What follows belongs to an exercise in optimizing a design on an open flow for small area and a short achievable clock period; a production flow would make more cautious choices. Function was checked by simulation only, so behaviour that the tests miss may differ from the original. No activity file was given, so power comes from the tool's default toggle rates.

==> flow/design.v <==
`timescale 1ns / 1ps
module TNS_dec_33(
    input wire clk,
    input wire rst_n,
    input wire [32:0] codein,
    output reg [30 - 1 : 0] dataout
    );
    wire [29:0] sum;
    wire ci3;
    wire ci4;
    wire ci9;
    wire ci10;
    wire ci14;
    wire ci15;
    wire ci16;
    wire ci17;
    wire ci18;
    wire ci19;
    wire ci21;
    wire ci22;
    wire ci23;
    wire ci24;
    wire ci25;
    wire ci26;
    wire ci27;
    wire ci28;
    wire ci29;
    wire ci30;
    wire ci31;
    wire ci32;
    wire s1, c2;
    wire s3, c4;
    wire s5, c6;
    wire s7, c8;
    wire s9, c10;
    wire s11, c12;
    wire s13, c14;
    wire s15, c16;
    wire s17, c18;
    wire s19, c20;
    wire s21, c22;
    wire s23, c24;
    wire s25, c26;
    wire s27, c28;
    wire s29, c30;
    wire s31, c32;
    wire s33, c34;
    wire s35, c36;
    wire s37, c38;
    wire s39, c40;
    wire s41, c42;
    wire s43, c44;
    wire s45, c46;
    wire s47, c48;
    wire s49, c50;
    wire s51, c52;
    wire s53, c54;
    wire s55, c56;
    wire s57, c58;
    wire s59, c60;
    wire s61, c62;
    wire s63, c64;
    wire s65, c66;
    wire s67, c68;
    wire s69, c70;
    wire s71, c72;
    wire s73, c74;
    wire s75, c76;
    wire s77, c78;
    wire s79, c80;
    wire s81, c82;
    wire s83, c84;
    wire s85, c86;
    wire s87, c88;
    wire s89, c90;
    wire s91, c92;
    wire s93, c94;
    wire s95, c96;
    wire s97, c98;
    wire s99, c100;
    wire s101, c102;
    wire s103, c104;
    wire s105, c106;
    wire s107, c108;
    wire s109, c110;
    wire s111, c112;
    wire s113, c114;
    wire s115, c116;
    wire s117, c118;
    wire s119, c120;
    wire s121, c122;
    wire s123, c124;
    wire s125, c126;
    wire s127, c128;
    wire s129, c130;
    wire s131, c132;
    wire s133, c134;
    wire s135, c136;
    wire s137, c138;
    wire s139, c140;
    wire s141, c142;
    wire s143, c144;
    wire s145, c146;
    wire s147, c148;
    wire s149, c150;
    wire s151, c152;
    wire s153, c154;
    wire s155, c156;
    wire s157, c158;
    wire s159, c160;
    wire s161, c162;
    wire s163, c164;
    wire s165, c166;
    wire s167, c168;
    wire s169, c170;
    wire s171, c172;
    wire s173, c174;
    wire s175, c176;
    wire s177, c178;
    wire s179, c180;
    wire s181, c182;
    wire s183, c184;
    wire s185, c186;
    wire s187, c188;
    wire s189, c190;
    wire s191, c192;
    wire s193, c194;
    wire s195, c196;
    wire s197, c198;
    wire s199, c200;
    wire s201, c202;
    wire s203, c204;
    wire s205, c206;
    wire s207, c208;
    wire s209, c210;
    wire s211, c212;
    wire s213, c214;
    wire s215, c216;
    wire s217, c218;
    wire s219, c220;
    wire s221, c222;
    wire s223, c224;
    wire s225, c226;
    wire s227, c228;
    wire s229, c230;
    wire s231, c232;
    wire s233, c234;
    wire s235, c236;
    wire s237, c238;
    wire s239, c240;
    wire s241, c242;
    wire s243, c244;
    wire s245, c246;
    wire s247, c248;
    wire s249, c250;
    wire s251, c252;
    wire s253, c254;
    wire s255, c256;
    wire s257, c258;
    wire s259, c260;
    wire s261, c262;
    wire s263, c264;
    wire s265, c266;
    wire s267, c268;
    wire s269, c270;
    wire s271, c272;
    wire s273, c274;
    wire s275, c276;
    wire s277, c278;
    wire s279, c280;
    wire s281, c282;
    wire s283, c284;
    wire s285, c286;
    wire s287, c288;
    wire s289, c290;
    wire s291, c292;
    wire s293, c294;
    wire s295, c296;
    wire s297, c298;
    wire s299, c300;
    wire s301, c302;
    wire s303, c304;
    wire s305, c306;
    wire s307, c308;
    wire s309, c310;
    wire s311, c312;
    wire s313, c314;
    wire s315, c316;
    wire s317, c318;
    wire s319, c320;
    wire s321, c322;
    wire s323, c324;
    wire s325, c326;
    wire s327, c328;
    wire s329, c330;
    wire s331, c332;
    wire s333, c334;
    wire s335, c336;
    wire s337, c338;
    wire s339, c340;
    wire s341, c342;
    wire s343, c344;
    wire s345, c346;
    wire g0, p0;
    wire g1, p1;
    wire g2, p2;
    wire g3, p3;
    wire g4, p4;
    wire g5, p5;
    wire g6, p6;
    wire g7, p7;
    wire g8, p8;
    wire g9, p9;
    wire g10, p10;
    wire g11, p11;
    wire g12, p12;
    wire g13, p13;
    wire g14, p14;
    wire g15, p15;
    wire g16, p16;
    wire g17, p17;
    wire g18, p18;
    wire g19, p19;
    wire g20, p20;
    wire g21, p21;
    wire g22, p22;
    wire g23, p23;
    wire g24, p24;
    wire g25, p25;
    wire g26, p26;
    wire g27, p27;
    wire g28, p28;
    wire g29, p29;
    wire gg347;
    wire gp348;
    wire gg349;
    wire gp350;
    wire gg351;
    wire gp352;
    wire gg353;
    wire gp354;
    wire gg355;
    wire gp356;
    wire gg357;
    wire gp358;
    wire gg359;
    wire gp360;
    wire gg361;
    wire gp362;
    wire gg363;
    wire gp364;
    wire gg365;
    wire gp366;
    wire gg367;
    wire gp368;
    wire gg369;
    wire gp370;
    wire gg371;
    wire gp372;
    wire gg373;
    wire gp374;
    wire gg375;
    wire gp376;
    wire gg377;
    wire gp378;
    wire gg379;
    wire gp380;
    wire gg381;
    wire gp382;
    wire gg383;
    wire gp384;
    wire gg385;
    wire gp386;
    wire gg387;
    wire gp388;
    wire gg389;
    wire gp390;
    wire gg391;
    wire gp392;
    wire gg393;
    wire gp394;
    wire gg395;
    wire gp396;
    wire gg397;
    wire gp398;
    wire gg399;
    wire gp400;
    wire gg401;
    wire gp402;
    wire gg403;
    wire gp404;
    wire gg405;
    wire gp406;
    wire gg407;
    wire gp408;
    wire gg409;
    wire gp410;
    wire gg411;
    wire gp412;
    wire gg413;
    wire gp414;
    wire gg415;
    wire gp416;
    wire gg417;
    wire gp418;
    wire gg419;
    wire gp420;
    wire gg421;
    wire gp422;
    wire gg423;
    wire gp424;
    wire gg425;
    wire gp426;
    wire gg427;
    wire gp428;
    wire gg429;
    wire gp430;
    wire gg431;
    wire gp432;
    wire gg433;
    wire gp434;
    wire gg435;
    wire gp436;
    wire gg437;
    wire gp438;
    wire gg439;
    wire gp440;
    wire gg441;
    wire gp442;
    wire gg443;
    wire gp444;
    wire gg445;
    wire gp446;
    wire gg447;
    wire gp448;
    wire gg449;
    wire gp450;
    wire gg451;
    wire gp452;
    wire gg453;
    wire gp454;
    wire gg455;
    wire gp456;
    wire gg457;
    wire gp458;
    wire gg459;
    wire gp460;
    wire gg461;
    wire gp462;
    wire gg463;
    wire gp464;
    wire gg465;
    wire gp466;
    wire gg467;
    wire gp468;
    wire gg469;
    wire gp470;
    wire gg471;
    wire gp472;
    wire gg473;
    wire gp474;
    wire gg475;
    wire gp476;
    wire gg477;
    wire gp478;
    wire gg479;
    wire gp480;
    wire gg481;
    wire gp482;
    wire gg483;
    wire gp484;
    wire gg485;
    wire gp486;
    wire gg487;
    wire gp488;
    assign ci3 = ~codein[3];
    assign ci4 = ~codein[4];
    assign ci9 = ~codein[9];
    assign ci10 = ~codein[10];
    assign ci14 = ~codein[14];
    assign ci15 = ~codein[15];
    assign ci16 = ~codein[16];
    assign ci17 = ~codein[17];
    assign ci18 = ~codein[18];
    assign ci19 = ~codein[19];
    assign ci21 = ~codein[21];
    assign ci22 = ~codein[22];
    assign ci23 = ~codein[23];
    assign ci24 = ~codein[24];
    assign ci25 = ~codein[25];
    assign ci26 = ~codein[26];
    assign ci27 = ~codein[27];
    assign ci28 = ~codein[28];
    assign ci29 = ~codein[29];
    assign ci30 = ~codein[30];
    assign ci31 = ~codein[31];
    assign ci32 = ~codein[32];
    TNS_fa u_s1 (.a(codein[0]), .b(codein[2]), .ci(codein[5]), .s(s1), .co(c2));
    TNS_fa u_s3 (.a(codein[6]), .b(codein[8]), .ci(codein[11]), .s(s3), .co(c4));
    TNS_fa u_s5 (.a(codein[12]), .b(codein[17]), .ci(codein[18]), .s(s5), .co(c6));
    TNS_fa u_s7 (.a(codein[20]), .b(codein[23]), .ci(codein[24]), .s(s7), .co(c8));
    TNS_fa u_s9 (.a(codein[29]), .b(codein[30]), .ci(ci3), .s(s9), .co(c10));
    TNS_fa u_s11 (.a(ci9), .b(ci14), .ci(ci15), .s(s11), .co(c12));
    TNS_fa u_s13 (.a(ci21), .b(ci26), .ci(ci27), .s(s13), .co(c14));
    TNS_fa u_s15 (.a(ci32), .b(s1), .ci(s3), .s(s15), .co(c16));
    TNS_fa u_s17 (.a(s5), .b(s7), .ci(s9), .s(s17), .co(c18));
    TNS_fa u_s19 (.a(s11), .b(s13), .ci(s15), .s(s19), .co(c20));
    assign s21 = ~(codein[1] ^ codein[2]);
    assign c22 = codein[1] | codein[2];
    TNS_fa u_s23 (.a(codein[7]), .b(codein[8]), .ci(codein[13]), .s(s23), .co(c24));
    TNS_fa u_s25 (.a(codein[19]), .b(codein[20]), .ci(codein[25]), .s(s25), .co(c26));
    TNS_fa u_s27 (.a(codein[31]), .b(ci4), .ci(ci10), .s(s27), .co(c28));
    TNS_fa u_s29 (.a(ci16), .b(ci22), .ci(ci28), .s(s29), .co(c30));
    TNS_fa u_s31 (.a(s21), .b(c2), .ci(c4), .s(s31), .co(c32));
    TNS_fa u_s33 (.a(c6), .b(c8), .ci(c10), .s(s33), .co(c34));
    TNS_fa u_s35 (.a(c12), .b(c14), .ci(s23), .s(s35), .co(c36));
    TNS_fa u_s37 (.a(s25), .b(s27), .ci(s29), .s(s37), .co(c38));
    TNS_fa u_s39 (.a(c16), .b(s31), .ci(c18), .s(s39), .co(c40));
    TNS_fa u_s41 (.a(s33), .b(s35), .ci(s37), .s(s41), .co(c42));
    TNS_fa u_s43 (.a(c20), .b(s39), .ci(s41), .s(s43), .co(c44));
    assign s45 = ~(codein[5] ^ codein[11]);
    assign c46 = codein[5] | codein[11];
    TNS_fa u_s47 (.a(codein[14]), .b(codein[17]), .ci(codein[23]), .s(s47), .co(c48));
    TNS_fa u_s49 (.a(codein[26]), .b(codein[29]), .ci(codein[32]), .s(s49), .co(c50));
    TNS_fa u_s51 (.a(c22), .b(s45), .ci(c24), .s(s51), .co(c52));
    TNS_fa u_s53 (.a(c26), .b(c28), .ci(c30), .s(s53), .co(c54));
    TNS_fa u_s55 (.a(s47), .b(s49), .ci(c32), .s(s55), .co(c56));
    TNS_fa u_s57 (.a(c34), .b(c36), .ci(s51), .s(s57), .co(c58));
    TNS_fa u_s59 (.a(c38), .b(s53), .ci(s55), .s(s59), .co(c60));
    TNS_fa u_s61 (.a(c40), .b(s57), .ci(c42), .s(s61), .co(c62));
    TNS_fa u_s63 (.a(s59), .b(c44), .ci(s61), .s(s63), .co(c64));
    assign s65 = ~(codein[3] ^ codein[15]);
    assign c66 = codein[3] | codein[15];
    TNS_fa u_s67 (.a(codein[27]), .b(ci9), .ci(ci21), .s(s67), .co(c68));
    TNS_fa u_s69 (.a(c46), .b(s65), .ci(c48), .s(s69), .co(c70));
    TNS_fa u_s71 (.a(c50), .b(s67), .ci(c52), .s(s71), .co(c72));
    TNS_fa u_s73 (.a(c54), .b(s69), .ci(c56), .s(s73), .co(c74));
    TNS_fa u_s75 (.a(c58), .b(s71), .ci(c60), .s(s75), .co(c76));
    TNS_fa u_s77 (.a(s73), .b(c62), .ci(s75), .s(s77), .co(c78));
    assign s79 = ~(codein[4] ^ codein[5]);
    assign c80 = codein[4] | codein[5];
    TNS_fa u_s81 (.a(codein[6]), .b(codein[8]), .ci(codein[16]), .s(s81), .co(c82));
    TNS_fa u_s83 (.a(codein[18]), .b(codein[20]), .ci(codein[28]), .s(s83), .co(c84));
    TNS_fa u_s85 (.a(codein[29]), .b(codein[32]), .ci(ci10), .s(s85), .co(c86));
    TNS_fa u_s87 (.a(ci17), .b(ci22), .ci(ci30), .s(s87), .co(c88));
    TNS_fa u_s89 (.a(c66), .b(s79), .ci(c68), .s(s89), .co(c90));
    TNS_fa u_s91 (.a(s81), .b(s83), .ci(s85), .s(s91), .co(c92));
    TNS_fa u_s93 (.a(s87), .b(c70), .ci(s89), .s(s93), .co(c94));
    TNS_fa u_s95 (.a(s91), .b(c72), .ci(s93), .s(s95), .co(c96));
    TNS_fa u_s97 (.a(c74), .b(s95), .ci(c76), .s(s97), .co(c98));
    assign s99 = ~(codein[6] ^ codein[7]);
    assign c100 = codein[6] | codein[7];
    TNS_fa u_s101 (.a(codein[12]), .b(codein[14]), .ci(codein[15]), .s(s101), .co(c102));
    TNS_fa u_s103 (.a(codein[19]), .b(codein[20]), .ci(ci9), .s(s103), .co(c104));
    TNS_fa u_s105 (.a(ci23), .b(ci31), .ci(c80), .s(s105), .co(c106));
    TNS_fa u_s107 (.a(s99), .b(c82), .ci(c84), .s(s107), .co(c108));
    TNS_fa u_s109 (.a(c86), .b(c88), .ci(s101), .s(s109), .co(c110));
    TNS_fa u_s111 (.a(s103), .b(s105), .ci(c90), .s(s111), .co(c112));
    TNS_fa u_s113 (.a(s107), .b(c92), .ci(s109), .s(s113), .co(c114));
    TNS_fa u_s115 (.a(c94), .b(s111), .ci(s113), .s(s115), .co(c116));
    TNS_fa u_s117 (.a(c96), .b(s115), .ci(c98), .s(s117), .co(c118));
    TNS_fa u_s119 (.a(codein[7]), .b(codein[12]), .ci(codein[13]), .s(s119), .co(c120));
    TNS_fa u_s121 (.a(codein[16]), .b(codein[26]), .ci(codein[27]), .s(s121), .co(c122));
    TNS_fa u_s123 (.a(ci10), .b(ci24), .ci(ci29), .s(s123), .co(c124));
    TNS_fa u_s125 (.a(ci32), .b(c100), .ci(c102), .s(s125), .co(c126));
    TNS_fa u_s127 (.a(c104), .b(s119), .ci(s121), .s(s127), .co(c128));
    TNS_fa u_s129 (.a(s123), .b(c106), .ci(c108), .s(s129), .co(c130));
    TNS_fa u_s131 (.a(c110), .b(s125), .ci(s127), .s(s131), .co(c132));
    TNS_fa u_s133 (.a(c112), .b(s129), .ci(c114), .s(s133), .co(c134));
    TNS_fa u_s135 (.a(s131), .b(c116), .ci(s133), .s(s135), .co(c136));
    TNS_fa u_s137 (.a(codein[8]), .b(codein[13]), .ci(codein[20]), .s(s137), .co(c138));
    TNS_fa u_s139 (.a(codein[28]), .b(ci9), .ci(ci15), .s(s139), .co(c140));
    TNS_fa u_s141 (.a(ci18), .b(ci25), .ci(c120), .s(s141), .co(c142));
    TNS_fa u_s143 (.a(c122), .b(c124), .ci(s137), .s(s143), .co(c144));
    TNS_fa u_s145 (.a(s139), .b(c126), .ci(c128), .s(s145), .co(c146));
    TNS_fa u_s147 (.a(s141), .b(s143), .ci(c130), .s(s147), .co(c148));
    TNS_fa u_s149 (.a(c132), .b(s145), .ci(s147), .s(s149), .co(c150));
    TNS_fa u_s151 (.a(c134), .b(s149), .ci(c136), .s(s151), .co(c152));
    assign s153 = ~(codein[12] ^ codein[17]);
    assign c154 = codein[12] | codein[17];
    TNS_fa u_s155 (.a(codein[21]), .b(codein[32]), .ci(ci10), .s(s155), .co(c156));
    TNS_fa u_s157 (.a(ci16), .b(ci19), .ci(ci23), .s(s157), .co(c158));
    TNS_fa u_s159 (.a(ci24), .b(ci27), .ci(ci30), .s(s159), .co(c160));
    TNS_fa u_s161 (.a(s153), .b(c138), .ci(c140), .s(s161), .co(c162));
    TNS_fa u_s163 (.a(s155), .b(s157), .ci(s159), .s(s163), .co(c164));
    TNS_fa u_s165 (.a(c142), .b(c144), .ci(s161), .s(s165), .co(c166));
    TNS_fa u_s167 (.a(s163), .b(c146), .ci(s165), .s(s167), .co(c168));
    TNS_fa u_s169 (.a(c148), .b(s167), .ci(c150), .s(s169), .co(c170));
    TNS_fa u_s171 (.a(codein[9]), .b(codein[13]), .ci(codein[15]), .s(s171), .co(c172));
    TNS_fa u_s173 (.a(codein[20]), .b(codein[22]), .ci(ci25), .s(s173), .co(c174));
    TNS_fa u_s175 (.a(ci28), .b(ci29), .ci(ci31), .s(s175), .co(c176));
    TNS_fa u_s177 (.a(c154), .b(c156), .ci(c158), .s(s177), .co(c178));
    TNS_fa u_s179 (.a(c160), .b(s171), .ci(s173), .s(s179), .co(c180));
    TNS_fa u_s181 (.a(s175), .b(c162), .ci(c164), .s(s181), .co(c182));
    TNS_fa u_s183 (.a(s177), .b(s179), .ci(c166), .s(s183), .co(c184));
    TNS_fa u_s185 (.a(s181), .b(c168), .ci(s183), .s(s185), .co(c186));
    TNS_fa u_s187 (.a(codein[10]), .b(codein[11]), .ci(codein[16]), .s(s187), .co(c188));
    TNS_fa u_s189 (.a(codein[17]), .b(codein[23]), .ci(codein[26]), .s(s189), .co(c190));
    TNS_fa u_s191 (.a(ci14), .b(ci18), .ci(ci30), .s(s191), .co(c192));
    TNS_fa u_s193 (.a(c172), .b(c174), .ci(c176), .s(s193), .co(c194));
    TNS_fa u_s195 (.a(s187), .b(s189), .ci(s191), .s(s195), .co(c196));
    TNS_fa u_s197 (.a(c178), .b(c180), .ci(s193), .s(s197), .co(c198));
    TNS_fa u_s199 (.a(s195), .b(c182), .ci(s197), .s(s199), .co(c200));
    TNS_fa u_s201 (.a(c184), .b(s199), .ci(c186), .s(s201), .co(c202));
    assign s203 = ~(codein[12] ^ ci19);
    assign c204 = codein[12] | ci19;
    TNS_fa u_s205 (.a(ci24), .b(ci31), .ci(s203), .s(s205), .co(c206));
    TNS_fa u_s207 (.a(c188), .b(c190), .ci(c192), .s(s207), .co(c208));
    TNS_fa u_s209 (.a(s205), .b(c194), .ci(c196), .s(s209), .co(c210));
    TNS_fa u_s211 (.a(s207), .b(c198), .ci(s209), .s(s211), .co(c212));
    TNS_fa u_s213 (.a(c200), .b(s211), .ci(c202), .s(s213), .co(c214));
    assign s215 = ~(codein[13] ^ codein[18]);
    assign c216 = codein[13] | codein[18];
    TNS_fa u_s217 (.a(codein[21]), .b(ci23), .ci(ci25), .s(s217), .co(c218));
    TNS_fa u_s219 (.a(ci32), .b(c204), .ci(s215), .s(s219), .co(c220));
    TNS_fa u_s221 (.a(s217), .b(c206), .ci(s219), .s(s221), .co(c222));
    TNS_fa u_s223 (.a(c208), .b(s221), .ci(c210), .s(s223), .co(c224));
    TNS_fa u_s225 (.a(c212), .b(s223), .ci(c214), .s(s225), .co(c226));
    assign s227 = ~(codein[14] ^ codein[19]);
    assign c228 = codein[14] | codein[19];
    TNS_fa u_s229 (.a(codein[20]), .b(codein[22]), .ci(ci26), .s(s229), .co(c230));
    TNS_fa u_s231 (.a(c216), .b(s227), .ci(c218), .s(s231), .co(c232));
    TNS_fa u_s233 (.a(s229), .b(c220), .ci(s231), .s(s233), .co(c234));
    TNS_fa u_s235 (.a(c222), .b(s233), .ci(c224), .s(s235), .co(c236));
    TNS_fa u_s237 (.a(codein[15]), .b(codein[20]), .ci(codein[29]), .s(s237), .co(c238));
    TNS_fa u_s239 (.a(codein[30]), .b(ci17), .ci(ci18), .s(s239), .co(c240));
    TNS_fa u_s241 (.a(ci23), .b(ci27), .ci(ci32), .s(s241), .co(c242));
    TNS_fa u_s243 (.a(c228), .b(c230), .ci(s237), .s(s243), .co(c244));
    TNS_fa u_s245 (.a(s239), .b(s241), .ci(c232), .s(s245), .co(c246));
    TNS_fa u_s247 (.a(s243), .b(c234), .ci(s245), .s(s247), .co(c248));
    TNS_fa u_s249 (.a(codein[16]), .b(codein[21]), .ci(codein[31]), .s(s249), .co(c250));
    TNS_fa u_s251 (.a(ci19), .b(ci28), .ci(c238), .s(s251), .co(c252));
    TNS_fa u_s253 (.a(c240), .b(c242), .ci(s249), .s(s253), .co(c254));
    TNS_fa u_s255 (.a(c244), .b(s251), .ci(s253), .s(s255), .co(c256));
    TNS_fa u_s257 (.a(c246), .b(s255), .ci(c248), .s(s257), .co(c258));
    assign s259 = ~(codein[17] ^ codein[20]);
    assign c260 = codein[17] | codein[20];
    TNS_fa u_s261 (.a(codein[22]), .b(ci29), .ci(ci32), .s(s261), .co(c262));
    TNS_fa u_s263 (.a(s259), .b(c250), .ci(s261), .s(s263), .co(c264));
    TNS_fa u_s265 (.a(c252), .b(c254), .ci(s263), .s(s265), .co(c266));
    TNS_fa u_s267 (.a(c256), .b(s265), .ci(c258), .s(s267), .co(c268));
    assign s269 = ~(codein[18] ^ ci23);
    assign c270 = codein[18] | ci23;
    TNS_fa u_s271 (.a(ci30), .b(c260), .ci(s269), .s(s271), .co(c272));
    TNS_fa u_s273 (.a(c262), .b(s271), .ci(c264), .s(s273), .co(c274));
    TNS_fa u_s275 (.a(c266), .b(s273), .ci(c268), .s(s275), .co(c276));
    assign s277 = ~(codein[19] ^ codein[20]);
    assign c278 = codein[19] | codein[20];
    TNS_fa u_s279 (.a(codein[32]), .b(ci21), .ci(ci31), .s(s279), .co(c280));
    TNS_fa u_s281 (.a(c270), .b(s277), .ci(s279), .s(s281), .co(c282));
    TNS_fa u_s283 (.a(c272), .b(s281), .ci(c274), .s(s283), .co(c284));
    assign s285 = ~(codein[23] ^ codein[26]);
    assign c286 = codein[23] | codein[26];
    TNS_fa u_s287 (.a(codein[27]), .b(ci22), .ci(ci24), .s(s287), .co(c288));
    TNS_fa u_s289 (.a(ci29), .b(ci30), .ci(c278), .s(s289), .co(c290));
    TNS_fa u_s291 (.a(s285), .b(c280), .ci(s287), .s(s291), .co(c292));
    TNS_fa u_s293 (.a(s289), .b(c282), .ci(s291), .s(s293), .co(c294));
    TNS_fa u_s295 (.a(codein[21]), .b(codein[28]), .ci(ci25), .s(s295), .co(c296));
    TNS_fa u_s297 (.a(ci31), .b(c286), .ci(c288), .s(s297), .co(c298));
    TNS_fa u_s299 (.a(s295), .b(c290), .ci(c292), .s(s299), .co(c300));
    TNS_fa u_s301 (.a(s297), .b(c294), .ci(s299), .s(s301), .co(c302));
    TNS_fa u_s303 (.a(codein[22]), .b(codein[23]), .ci(ci24), .s(s303), .co(c304));
    TNS_fa u_s305 (.a(ci27), .b(ci30), .ci(c296), .s(s305), .co(c306));
    TNS_fa u_s307 (.a(s303), .b(c298), .ci(s305), .s(s307), .co(c308));
    TNS_fa u_s309 (.a(c300), .b(s307), .ci(c302), .s(s309), .co(c310));
    TNS_fa u_s311 (.a(codein[29]), .b(ci25), .ci(ci28), .s(s311), .co(c312));
    TNS_fa u_s313 (.a(ci31), .b(c304), .ci(s311), .s(s313), .co(c314));
    TNS_fa u_s315 (.a(c306), .b(s313), .ci(c308), .s(s315), .co(c316));
    assign s317 = ~(codein[24] ^ codein[27]);
    assign c318 = codein[24] | codein[27];
    TNS_fa u_s319 (.a(codein[32]), .b(s317), .ci(c312), .s(s319), .co(c320));
    TNS_fa u_s321 (.a(c314), .b(s319), .ci(c316), .s(s321), .co(c322));
    assign s323 = ~(codein[25] ^ codein[26]);
    assign c324 = codein[25] | codein[26];
    TNS_fa u_s325 (.a(codein[28]), .b(codein[30]), .ci(ci29), .s(s325), .co(c326));
    TNS_fa u_s327 (.a(c318), .b(s323), .ci(s325), .s(s327), .co(c328));
    TNS_fa u_s329 (.a(c320), .b(s327), .ci(c322), .s(s329), .co(c330));
    TNS_fa u_s331 (.a(codein[27]), .b(codein[31]), .ci(codein[32]), .s(s331), .co(c332));
    TNS_fa u_s333 (.a(c324), .b(c326), .ci(s331), .s(s333), .co(c334));
    TNS_fa u_s335 (.a(c328), .b(s333), .ci(c330), .s(s335), .co(c336));
    assign s337 = ~(codein[28] ^ c332);
    assign c338 = codein[28] | c332;
    TNS_fa u_s339 (.a(s337), .b(c334), .ci(c336), .s(s339), .co(c340));
    assign s341 = ~(codein[29] ^ c338);
    assign c342 = codein[29] | c338;
    TNS_fa u_s343 (.a(codein[30]), .b(ci32), .ci(c342), .s(s343), .co(c344));
    assign s345 = ~(codein[31] ^ c344);
    assign c346 = codein[31] | c344;
    assign g0 = s17 & s19;
    assign p0 = s17 ^ s19;
    assign g1 = s43 & 1'b0;
    assign p1 = s43 ^ 1'b0;
    assign g2 = s63 & 1'b0;
    assign p2 = s63 ^ 1'b0;
    assign g3 = c64 & s77;
    assign p3 = c64 ^ s77;
    assign g4 = c78 & s97;
    assign p4 = c78 ^ s97;
    assign g5 = s117 & 1'b0;
    assign p5 = s117 ^ 1'b0;
    assign g6 = c118 & s135;
    assign p6 = c118 ^ s135;
    assign g7 = s151 & 1'b0;
    assign p7 = s151 ^ 1'b0;
    assign g8 = c152 & s169;
    assign p8 = c152 ^ s169;
    assign g9 = c170 & s185;
    assign p9 = c170 ^ s185;
    assign g10 = s201 & 1'b0;
    assign p10 = s201 ^ 1'b0;
    assign g11 = s213 & 1'b0;
    assign p11 = s213 ^ 1'b0;
    assign g12 = s225 & 1'b0;
    assign p12 = s225 ^ 1'b0;
    assign g13 = c226 & s235;
    assign p13 = c226 ^ s235;
    assign g14 = c236 & s247;
    assign p14 = c236 ^ s247;
    assign g15 = s257 & 1'b0;
    assign p15 = s257 ^ 1'b0;
    assign g16 = s267 & 1'b0;
    assign p16 = s267 ^ 1'b0;
    assign g17 = s275 & 1'b0;
    assign p17 = s275 ^ 1'b0;
    assign g18 = c276 & s283;
    assign p18 = c276 ^ s283;
    assign g19 = c284 & s293;
    assign p19 = c284 ^ s293;
    assign g20 = s301 & 1'b0;
    assign p20 = s301 ^ 1'b0;
    assign g21 = s309 & 1'b0;
    assign p21 = s309 ^ 1'b0;
    assign g22 = c310 & s315;
    assign p22 = c310 ^ s315;
    assign g23 = s321 & 1'b0;
    assign p23 = s321 ^ 1'b0;
    assign g24 = s329 & 1'b0;
    assign p24 = s329 ^ 1'b0;
    assign g25 = s335 & 1'b0;
    assign p25 = s335 ^ 1'b0;
    assign g26 = s339 & 1'b0;
    assign p26 = s339 ^ 1'b0;
    assign g27 = c340 & s341;
    assign p27 = c340 ^ s341;
    assign g28 = s343 & 1'b0;
    assign p28 = s343 ^ 1'b0;
    assign g29 = s345 & 1'b0;
    assign p29 = s345 ^ 1'b0;
    assign gg347 = g1 | (p1 & g0);
    assign gp348 = p1 & p0;
    assign gg349 = g3 | (p3 & g2);
    assign gp350 = p3 & p2;
    assign gg351 = g5 | (p5 & g4);
    assign gp352 = p5 & p4;
    assign gg353 = g7 | (p7 & g6);
    assign gp354 = p7 & p6;
    assign gg355 = g9 | (p9 & g8);
    assign gp356 = p9 & p8;
    assign gg357 = g11 | (p11 & g10);
    assign gp358 = p11 & p10;
    assign gg359 = g13 | (p13 & g12);
    assign gp360 = p13 & p12;
    assign gg361 = g15 | (p15 & g14);
    assign gp362 = p15 & p14;
    assign gg363 = g17 | (p17 & g16);
    assign gp364 = p17 & p16;
    assign gg365 = g19 | (p19 & g18);
    assign gp366 = p19 & p18;
    assign gg367 = g21 | (p21 & g20);
    assign gp368 = p21 & p20;
    assign gg369 = g23 | (p23 & g22);
    assign gp370 = p23 & p22;
    assign gg371 = g25 | (p25 & g24);
    assign gp372 = p25 & p24;
    assign gg373 = g27 | (p27 & g26);
    assign gp374 = p27 & p26;
    assign gg375 = g29 | (p29 & g28);
    assign gp376 = p29 & p28;
    assign gg377 = g2 | (p2 & gg347);
    assign gp378 = p2 & gp348;
    assign gg379 = gg349 | (gp350 & gg347);
    assign gp380 = gp350 & gp348;
    assign gg381 = g6 | (p6 & gg351);
    assign gp382 = p6 & gp352;
    assign gg383 = gg353 | (gp354 & gg351);
    assign gp384 = gp354 & gp352;
    assign gg385 = g10 | (p10 & gg355);
    assign gp386 = p10 & gp356;
    assign gg387 = gg357 | (gp358 & gg355);
    assign gp388 = gp358 & gp356;
    assign gg389 = g14 | (p14 & gg359);
    assign gp390 = p14 & gp360;
    assign gg391 = gg361 | (gp362 & gg359);
    assign gp392 = gp362 & gp360;
    assign gg393 = g18 | (p18 & gg363);
    assign gp394 = p18 & gp364;
    assign gg395 = gg365 | (gp366 & gg363);
    assign gp396 = gp366 & gp364;
    assign gg397 = g22 | (p22 & gg367);
    assign gp398 = p22 & gp368;
    assign gg399 = gg369 | (gp370 & gg367);
    assign gp400 = gp370 & gp368;
    assign gg401 = g26 | (p26 & gg371);
    assign gp402 = p26 & gp372;
    assign gg403 = gg373 | (gp374 & gg371);
    assign gp404 = gp374 & gp372;
    assign gg405 = g4 | (p4 & gg379);
    assign gp406 = p4 & gp380;
    assign gg407 = gg351 | (gp352 & gg379);
    assign gp408 = gp352 & gp380;
    assign gg409 = gg381 | (gp382 & gg379);
    assign gp410 = gp382 & gp380;
    assign gg411 = gg383 | (gp384 & gg379);
    assign gp412 = gp384 & gp380;
    assign gg413 = g12 | (p12 & gg387);
    assign gp414 = p12 & gp388;
    assign gg415 = gg359 | (gp360 & gg387);
    assign gp416 = gp360 & gp388;
    assign gg417 = gg389 | (gp390 & gg387);
    assign gp418 = gp390 & gp388;
    assign gg419 = gg391 | (gp392 & gg387);
    assign gp420 = gp392 & gp388;
    assign gg421 = g20 | (p20 & gg395);
    assign gp422 = p20 & gp396;
    assign gg423 = gg367 | (gp368 & gg395);
    assign gp424 = gp368 & gp396;
    assign gg425 = gg397 | (gp398 & gg395);
    assign gp426 = gp398 & gp396;
    assign gg427 = gg399 | (gp400 & gg395);
    assign gp428 = gp400 & gp396;
    assign gg429 = g28 | (p28 & gg403);
    assign gp430 = p28 & gp404;
    assign gg431 = gg375 | (gp376 & gg403);
    assign gp432 = gp376 & gp404;
    assign gg433 = g8 | (p8 & gg411);
    assign gp434 = p8 & gp412;
    assign gg435 = gg355 | (gp356 & gg411);
    assign gp436 = gp356 & gp412;
    assign gg437 = gg385 | (gp386 & gg411);
    assign gp438 = gp386 & gp412;
    assign gg439 = gg387 | (gp388 & gg411);
    assign gp440 = gp388 & gp412;
    assign gg441 = gg413 | (gp414 & gg411);
    assign gp442 = gp414 & gp412;
    assign gg443 = gg415 | (gp416 & gg411);
    assign gp444 = gp416 & gp412;
    assign gg445 = gg417 | (gp418 & gg411);
    assign gp446 = gp418 & gp412;
    assign gg447 = gg419 | (gp420 & gg411);
    assign gp448 = gp420 & gp412;
    assign gg449 = g24 | (p24 & gg427);
    assign gp450 = p24 & gp428;
    assign gg451 = gg371 | (gp372 & gg427);
    assign gp452 = gp372 & gp428;
    assign gg453 = gg401 | (gp402 & gg427);
    assign gp454 = gp402 & gp428;
    assign gg455 = gg403 | (gp404 & gg427);
    assign gp456 = gp404 & gp428;
    assign gg457 = gg429 | (gp430 & gg427);
    assign gp458 = gp430 & gp428;
    assign gg459 = gg431 | (gp432 & gg427);
    assign gp460 = gp432 & gp428;
    assign gg461 = g16 | (p16 & gg447);
    assign gp462 = p16 & gp448;
    assign gg463 = gg363 | (gp364 & gg447);
    assign gp464 = gp364 & gp448;
    assign gg465 = gg393 | (gp394 & gg447);
    assign gp466 = gp394 & gp448;
    assign gg467 = gg395 | (gp396 & gg447);
    assign gp468 = gp396 & gp448;
    assign gg469 = gg421 | (gp422 & gg447);
    assign gp470 = gp422 & gp448;
    assign gg471 = gg423 | (gp424 & gg447);
    assign gp472 = gp424 & gp448;
    assign gg473 = gg425 | (gp426 & gg447);
    assign gp474 = gp426 & gp448;
    assign gg475 = gg427 | (gp428 & gg447);
    assign gp476 = gp428 & gp448;
    assign gg477 = gg449 | (gp450 & gg447);
    assign gp478 = gp450 & gp448;
    assign gg479 = gg451 | (gp452 & gg447);
    assign gp480 = gp452 & gp448;
    assign gg481 = gg453 | (gp454 & gg447);
    assign gp482 = gp454 & gp448;
    assign gg483 = gg455 | (gp456 & gg447);
    assign gp484 = gp456 & gp448;
    assign gg485 = gg457 | (gp458 & gg447);
    assign gp486 = gp458 & gp448;
    assign gg487 = gg459 | (gp460 & gg447);
    assign gp488 = gp460 & gp448;
    assign sum[0] = p0;
    assign sum[1] = p1 ^ g0;
    assign sum[2] = p2 ^ gg347;
    assign sum[3] = p3 ^ gg377;
    assign sum[4] = p4 ^ gg379;
    assign sum[5] = p5 ^ gg405;
    assign sum[6] = p6 ^ gg407;
    assign sum[7] = p7 ^ gg409;
    assign sum[8] = p8 ^ gg411;
    assign sum[9] = p9 ^ gg433;
    assign sum[10] = p10 ^ gg435;
    assign sum[11] = p11 ^ gg437;
    assign sum[12] = p12 ^ gg439;
    assign sum[13] = p13 ^ gg441;
    assign sum[14] = p14 ^ gg443;
    assign sum[15] = p15 ^ gg445;
    assign sum[16] = p16 ^ gg447;
    assign sum[17] = p17 ^ gg461;
    assign sum[18] = p18 ^ gg463;
    assign sum[19] = p19 ^ gg465;
    assign sum[20] = p20 ^ gg467;
    assign sum[21] = p21 ^ gg469;
    assign sum[22] = p22 ^ gg471;
    assign sum[23] = p23 ^ gg473;
    assign sum[24] = p24 ^ gg475;
    assign sum[25] = p25 ^ gg477;
    assign sum[26] = p26 ^ gg479;
    assign sum[27] = p27 ^ gg481;
    assign sum[28] = p28 ^ gg483;
    assign sum[29] = p29 ^ gg485;
    always @(posedge clk or negedge rst_n) begin
        if (~rst_n) begin
            dataout <= 0;
        end
        else begin
            dataout <= sum;
        end
    end
endmodule
module TNS_fa(
    input wire a,
    input wire b,
    input wire ci,
    output wire s,
    output wire co
    );
    assign s = a ^ b ^ ci;
    assign co = (a & b) | (a & ci) | (b & ci);
endmodule
==> flow/flow/run.sh <==
#!/bin/bash
# Standard ORFS layout with two changes: ports get buf_2 buffers instead of
# the resizer's default pick (a delay cell), and CTS uses small clock
# buffers without dummy loads.
set -euo pipefail
cd "$(dirname "$0")/.."
export BUFFER_PORTS_ARGS="-buffer_cell sky130_fd_sc_hd__buf_2"
export CTS_ARGS="-sink_clustering_enable -repair_clock_nets -dont_use_dummy_load -buf_list {sky130_fd_sc_hd__clkbuf_4 sky130_fd_sc_hd__clkbuf_8}"
bash standard.sh > flow_standard.log 2>&1
==> flow/standard.sh <==
#!/bin/bash
# synth_recipe.tcl (not shown) runs the flow's synth.tcl, then flattens the netlist and writes it again
# the make line also repeats each setting of config.mk as NAME=value (left out here)
make -C /OpenROAD-flow-scripts/flow DESIGN_CONFIG=/design/flow/config.mk WORK_HOME=/design/flow/orfs CLKGATE_MAP_FILE= SYNTH_SCRIPT=/design/flow/synth_recipe.tcl "${@:-finish}"
==> flow/config.mk <==
export PLATFORM = sky130hd
export DESIGN_NAME = TNS_dec_33
export DESIGN_NICKNAME = TNS_dec_33
export VERILOG_FILES = /design/flow/design.v
export SDC_FILE = /design/flow/constraint.sdc
export NUM_CORES = 4
export LEC_CHECK = 0
export ABC_AREA = 1
export CAP_MARGIN = 20
export CORE_MARGIN = 2
export CORE_UTILIZATION = 40
export SLEW_MARGIN = 20
export SYNTH_HIERARCHICAL = 1
export SYNTH_MINIMUM_KEEP_SIZE = 0
==> flow/constraint.sdc <==
create_clock -name core_clock -period 12.0 [get_ports {clk}]
set_input_delay 2.4000 -clock core_clock [delete_from_list [all_inputs] [get_ports {clk}]]
set_output_delay 2.4000 -clock core_clock [all_outputs]
set_load 0.01 [all_outputs]
==> flow_summary_export.csv, run 1 <==
group,metric,value,unit
sta,tns,0,ns
cts,cts_tree,"done",
power,internal-power,837,µW
power,clkPwrFrac,4.4,%
yosys,seq_area_frac_synth,13.8,%
floorplan,die_h,121,µm
cts,holdBufCountCts,0,
placed_design,hpwl,10700,µm
flow_run,maxCapViolCount,0,
floorplan,num_rows,42,
routing,routedWlPerCell,16.7,µm
layout,layout-drive-gt1-share,15.7,%
power,peakVddDrop,0.109,mV
yosys,synthesis.nets,705,
layout,largest-register,"dataout",
sta,hold_viol,0,
yosys,syn_inst,481,
routing,wl,12100,µm
outcome,status,"timing/DRC/antenna clean",
layout,mostFrequentLayoutCells,"fa_1, inv_1, nand2_1, buf_2, ha_1",
power,switching_share,52.5,%
power,total_power,1760,µW
cts,numCtsBuffers,5,
grt,gr-usage-all-layers,18.7,%
layout,reg_top3,"dataout x30",
min_path,worstHoldPathType,"in -> async",
layout,largest_reg_flops,30,
routing,drc_errors,0,
sta,relSlewSlack,49.7,%
yosys,ys_ff_latch,30,
sta,holdWs,2.16,ns
grt,grt_pass1_vias,3983,
placed_design,place_inst,720,
grt,grt_max_degree,31,
layout,syn2layout_area_growth,10.8,%
routing,vias_per_cell,4.71,
cts,ctsResizeCount,0,
cts,h-tree-depth,2,
floorplan,die_w,121,µm
grt,grt_pass1_wl,20500,µm
cts,cts_root_buf,"clkbuf_8",
routing,drtPass1Iterations,7,
setup_path,criticalPathCategory,"in -> reg",
setup_path,required,12.18,ns
setup_path,crit_chain,"buf_2 > inv_1 > fa_1 > fa_1 > fa_1 > fa_1 > fa_1 > fa_1 > fa_1 > fa_1 > ha_1 > nand2_1 > inv_1 > nand2_2 > nor2_1 > nor2_2 > nand2_4 > ha_1 > xor2_1",
placed_design,io_buffers,64,
placed_design,gp_congestion,0.905,
grt,grt_overflow,0,
setup_path,crit_arrival,7.56,ns
sta,slew_violations,0,
cts,cts.sinks,30,
power,seq_power_share,10.9,%
sta,setup_viol,0,
routing,initialDrtViolationCount,155,
floorplan,io_pins,65,
yosys,ys_types,20,
yosys,yosysWarnings,7,
cts,clk_pin_slew,0.08,ns
layout,stdcell_count,725,
power,pwr_density_cell,292,nW/µm²
layout,utilization,45.6,%
sta,fmax,0.135,GHz
setup_path,worstSetupStartpoint,"codein[29]",
power,switching_power,926,µW
grt,antenna_found_initial,0,
sta,post-route-period-util,61.6,%
setup_path,start_kind,"input port",
floorplan,dieArea,14600,µm²
layout,layout_commonest_cell,"fa_1",
floorplan,start_util,41.1,%
setup_path,cp_max_fo,16,
cts,cts.path.max_buffers,2,
sta,worstMarginPinSlew,0.754,ns
layout,antenna_cells,0,
layout,fin_nets,775,
routing,vias,3413,
power,p_leak,0.00293,µW
cts,post-cts-setup-buffers,0,
setup_path,cp_slowest_cell,"fa_1",
setup_path,crit_top_cell,"fa_1",
setup_path,end_kind,"flop",
routing,ant_nets,0,
power,combPwrFrac,84.7,%
sta,rsz0062_at_grt,"false",
yosys,syn_area,5450,µm²
setup_path,slowest_delay,0.49,ns
floorplan,core,13200,µm²
sta,min_period,7.39,ns
yosys,avgSynthCellArea,11.3,µm²
==> cell families after synthesis <==
| family | count (synthesis) | share of synthesized area (%) |
|---|---|---|
| xor gates and xnor gates | 9 | 1.45 |
| buffers and inverters | 110 | 7.88 |
| adders and majority gates | 189 | 65.1 |
| and+or+nand+nor | 131 | 10.7 |
| AOI/OAI and AO/OA | 12 | 1.10 |
| DFF | 30 | 13.8 |
==> worst paths after layout <==
| kind | endpoint | cells past startpoint |
|---|---|---|
| setup / recovery | dataout[17]$_DFF_PN0_ | 19 |
| hold / removal | dataout[26]$_DFF_PN0_ | 1 |
| max in group asynchronous | dataout[11]$_DFF_PN0_ | 1 |
| min in group core_clock | dataout[29]$_DFF_PN0_ | 4 |
==> synth_stat cells <==
cell / count / area, µm²
nand2_2: 5 / 31.3
nor2_4: 2 / 22.5
nor2_1: 25 / 93.8
nand3_1: 15 / 75.1
dfrtp_1: 30 / 751
or2_2: 1 / 6.26
nor2_2: 3 / 18.8
buf_12: 1 / 20.0
a21oi_1: 7 / 35.0
inv_2: 2 / 7.51
o21ai_0: 5 / 25.0
nand2_4: 4 / 45.0
inv_1: 107 / 402
xnor2_1: 2 / 17.5
xor2_1: 7 / 61.3
nand2_1: 74 / 278
fa_1: 157 / 3140
nand3b_1: 1 / 7.51
ha_1: 32 / 400
nor3_1: 1 / 5.00
==> power groups by stage <==
stage	sequential, µW	combinational [µW]	clock [µW]
global placement	194	1460	0
global route	197	1740	84.3
finish	191	1490	78.0
CTS	192	1520	83.0
floorplan	225	1140	0
detailed placement	194	1510	0
==> modules after synthesis, one instance, submodules excluded <==
module      cell area (µm²)  flops+latches  copies in the design  cells
TNS_fa                 20.0              0                   155      1
TNS_dec_33             2340             30                     1    326
==> through the flow <==
step	setup slack [ns]	area, µm²
finish	4.61	6030
global route	4.29	6030
CTS	4.61	6030
detailed placement	4.33	5970
global placement	4.36	5970
floorplan	4.86	5450
==> cell type report <==
type / count / area [µm²]
Multi-Input combinational cell: 341 / 4270
Inverter: 109 / 409
Sequential cell: 30 / 751
Tap cell: 176 / 220
Fill cell: 1246 / 7210
Clock buffer: 5 / 68.8
Timing Repair Buffer: 64 / 320
==> routing by layer <==
| metal | routed length [µm] | vias to the layer above | track usage, % | part of all wire [%] |
|---|---|---|---|---|
| li1 | - | 1535 | - | - |
| met1 | 5100 | 1772 | 25.0 | 42 |
| met2 | 6130 | 90 | 31.6 | 51 |
| met3 | 653 | 16 | 3.35 | 5.4 |
| met4 | 244 | 0 | 5.09 | 2.0 |
| met5 | 0 | - | 0 | 0 |
==> critical path, delay by kind of cell <==
kind          cells  cell delay (ns)
simple gates      5             0.51
xor+xnor          1             0.15
fa+ha+maj        10             3.96
buf+inv           3             0.53
==> inputs of run 2 (changes only) <==
==> flow/run.sh (new file) <==
#!/bin/bash
# synth_recipe.tcl (not shown) runs the flow's synth.tcl, then flattens the netlist and writes it again
# the make line also repeats each setting of config.mk as NAME=value (left out here)
make -C /OpenROAD-flow-scripts/flow DESIGN_CONFIG=/design/flow/config.mk WORK_HOME=/design/flow/orfs CLKGATE_MAP_FILE= SYNTH_SCRIPT=/design/flow/synth_recipe.tcl finish
removed: flow/flow/run.sh
removed: flow/standard.sh
==> flow_summary_export.csv, run 2 <==
group,metric,value,unit
power,pwr_density_cell,294,nW/µm²
floorplan,start_util,41.1,%
routing,wl_met2,6100,µm
layout,layout-drive-gt1-share,4.70,%
layout,syn2layout_area_growth,19.2,%
routing,drc_errors,0,
sta,min_period,8.07,ns
grt,gr-usage-all-layers,18.7,%
yosys,synthAdderAreaFrac,65.1,%
layout,fillCellCount,1210,
power,peakVddDrop,0.131,mV
setup_path,cp_slowest_cell,"clkdlybuf4s50_1",
placed_design,io_buffers,64,
setup_path,crit_top_cell,"fa_1",
yosys,yosysWarnings,7,
setup_path,criticalPathCategory,"in -> reg",
routing,top_layer_used,"met4",
layout,utilization,49.0,%
floorplan,die_w,121,µm
routing,vias_per_cell,4.68,
grt,antenna_found_initial,0,
setup_path,crit_arrival,8.25,ns
yosys,synth_top_family_by_area,"adder cells",
grt,grt_max_degree,31,
yosys,avgSynthCellArea,11.3,µm²
cts,cts.path.max_buffers,2,
sta,slew_violations,0,
setup_path,end_kind,"flop",
layout,layout_commonest_cell,"fa_1",
setup_path,crit_chain,"clkdlybuf4s50_1 > inv_1 > fa_1 > fa_1 > fa_1 > fa_1 > fa_1 > fa_1 > fa_1 > fa_1 > ha_1 > nand2_1 > inv_1 > nand2_2 > nor2_1 > nor2_2 > nand2_4 > ha_1 > xor2_1",
yosys,synth_compound_gate_area_share,1.10,%
routing,wl_met3,578,µm
cts,cts.sinks,30,
setup_path,start_kind,"input port",
floorplan,core,13200,µm²
sta,setup_ws,3.93,ns
yosys,synthTopCellsByCount,"fa_1, inv_1, nand2_1, ha_1, dfrtp_1",
placed_design,post-place-ws,3.61,ns
sta,rsz0062_at_grt,"false",
yosys,syn_area,5450,µm²
grt,grt_pass1_vias,3919,
layout,reg_top3,"dataout x30",
yosys,synthSimpleGateAreaFrac,10.7,%
placed_design,place_area,6290,µm²
layout,antenna_cells,0,
yosys,async_flop_share,100,%
layout,largest-register,"dataout",
sta,setup_viol,0,
cts,holdBufCountCts,0,
yosys,netlist.area_leader.share,57.7,%
flow_run,maxCapViolCount,0,
yosys,syn_inst,481,
grt,grt_pass1_wl,20100,µm
setup_path,required,12.17,ns
layout,mostFrequentLayoutCells,"fa_1, inv_1, nand2_1, clkdlybuf4s50_1, ha_1",
setup_path,cp_max_fo,16,
cts,cts_tree,"done",
cts,clk_pin_slew,0.05,ns
sta,worstMarginPinSlew,0.734,ns
yosys,yosys-top-cells-area,"fa_1, dfrtp_1, inv_1",
yosys,seq_area_frac_synth,13.8,%
floorplan,die_h,121,µm
cts,post-cts-setup-buffers,0,
outcome,status,"timing/DRC/antenna clean",
yosys,synth_xor_area_share,1.45,%
setup_path,slowest_delay,0.78,ns
yosys,synth_most_common_cell,"fa_1",
routing,wl_met1,5100,µm
sta,hold_viol,0,
yosys,synth_edf_count,0,
power,p_leak,0.00299,µW
yosys,synth_mux_area_share,0,%
routing,routedWlPerCell,16.4,µm
min_path,worstHoldPathType,"in -> async",
cts,numCtsBuffers,5,
placed_design,gp_congestion,0.898,
layout,finish.instance_area,6490,µm²
grt,grt_overflow,0,
routing,initialDrtViolationCount,169,
yosys,yosysTopAreaCell,"fa_1",
routing,wl,12000,µm
sta,tns,0,ns
yosys,synthesis.nets,705,
routing,ant_nets,0,
sta,fmax,0.124,GHz
yosys,ys_ff_latch,30,
cts,h-tree-depth,2,
placed_design,hpwl,10700,µm
sta,relSlewSlack,50.9,%
cts,ctsResizeCount,0,
layout,largest_reg_flops,30,
yosys,ys.flop_type,"dfrtp_1",
floorplan,io_pins,65,
cts,cts_root_buf,"clkbuf_16",
layout,stdcell_count,729,
floorplan,num_rows,42,
placed_design,place_inst,721,
floorplan,dieArea,14600,µm²
yosys,ys_types,20,
sta,post-route-period-util,67.3,%
routing,drtPass1Iterations,4,
layout,fin_nets,776,
routing,vias,3409,
run 2: routing by layer:
layer | vias up | track usage (%)
li1 | 1549 | -
met1 | 1772 | 24.4
met2 | 74 | 31.6
met3 | 14 | 4.06
met4 | 0 | 5.74
met5 | - | 0
run 2: critical path: cells and delay by family:
family / cells / cell delay, ns
xor+xnor: 1 / 0.15
fa+ha+maj: 10 / 3.97
buf+inv: 3 / 1.20
simple gates: 5 / 0.52
run 2: power by group:
group,internal (µW),switching [µW]
clock,125,48.4
combinational,668,873
sequential,182,11.3
run 2: per-module statistics from Yosys (local to each module, per instance):
module,copies in the design,area [µm²]
TNS_dec_33,1,2340
TNS_fa,155,20.0
run 2: metrics by stage:
step | total power (µW) | hold slack (ns)
after floorplan | 1370 | 2.10
after global placement | 1710 | 2.84
after detailed placement | 1770 | 2.85
after CTS | 1950 | 2.53
after global routing | 2160 | 2.58
final | 1910 | 2.51
run 2: cells by family (layout without fill, tap and decap cells):
kind of cell,count (synthesis),in the layout
XOR/XNOR,9,9
flip-flops,30,30
AO/OA/AOI/OAI,12,12
adder cells (fa/ha/maj),189,189
buffers and inverters,110,182
AND/OR/NAND/NOR,131,131
run 2: layout make-up:
class	instances	area, µm²	area share (%)
Tap cell	176	220	3.39
Clock buffer	6	139	2.14
Sequential cell	30	751	11.6
Inverter	109	409	6.30
Timing Repair Buffer	65	648	9.98
Clock inverter	2	60.1	0.925
Multi-Input combinational cell	341	4270	65.7
run 2: path summary, 6_finish.rpt:
| check | depth (start not counted) | end | start |
|---|---|---|---|
| hold / removal | 2 | dataout[26]$_DFF_PN0_ | rst_n |
| min in group core_clock | 4 | dataout[29]$_DFF_PN0_ | codein[31] |
| max in group asynchronous | 2 | dataout[11]$_DFF_PN0_ | rst_n |
| setup / recovery | 19 | dataout[17]$_DFF_PN0_ | codein[29] |

afterwards: timing with drivers on the ports:
The results above use ideal ports. As a check the final layouts listed here were re-extracted and re-timed, cells and wires unchanged. Step 1 assumes that a clkbuf_16 drives the clock port and a buf_2 every other input. Step 2 adds t to the input delays and takes it off the output delays; t is the mean of the earliest and latest rising clock arrival at the registers after step 1. Input paths then give back, and output paths get back, about the clock's delay inside the block. a / b / c = ideal / step 1 / step 2; a / b = the first two.
run	t (ns)	setup slack, ns	hold slack, ns	worst setup path at the end
run 1	0.324	4.612 / 4.618 / 4.294	2.163 / 2.150 / 2.473	input to register
run 2	0.327	3.925 / 3.943 / 3.616	2.514 / 2.500 / 2.827	input to register
After both steps setup and hold are still met in every run listed. For run 1, which loses most, drivers alone change the setup slack by +0.006 ns; drivers and shift together by -0.318 ns.
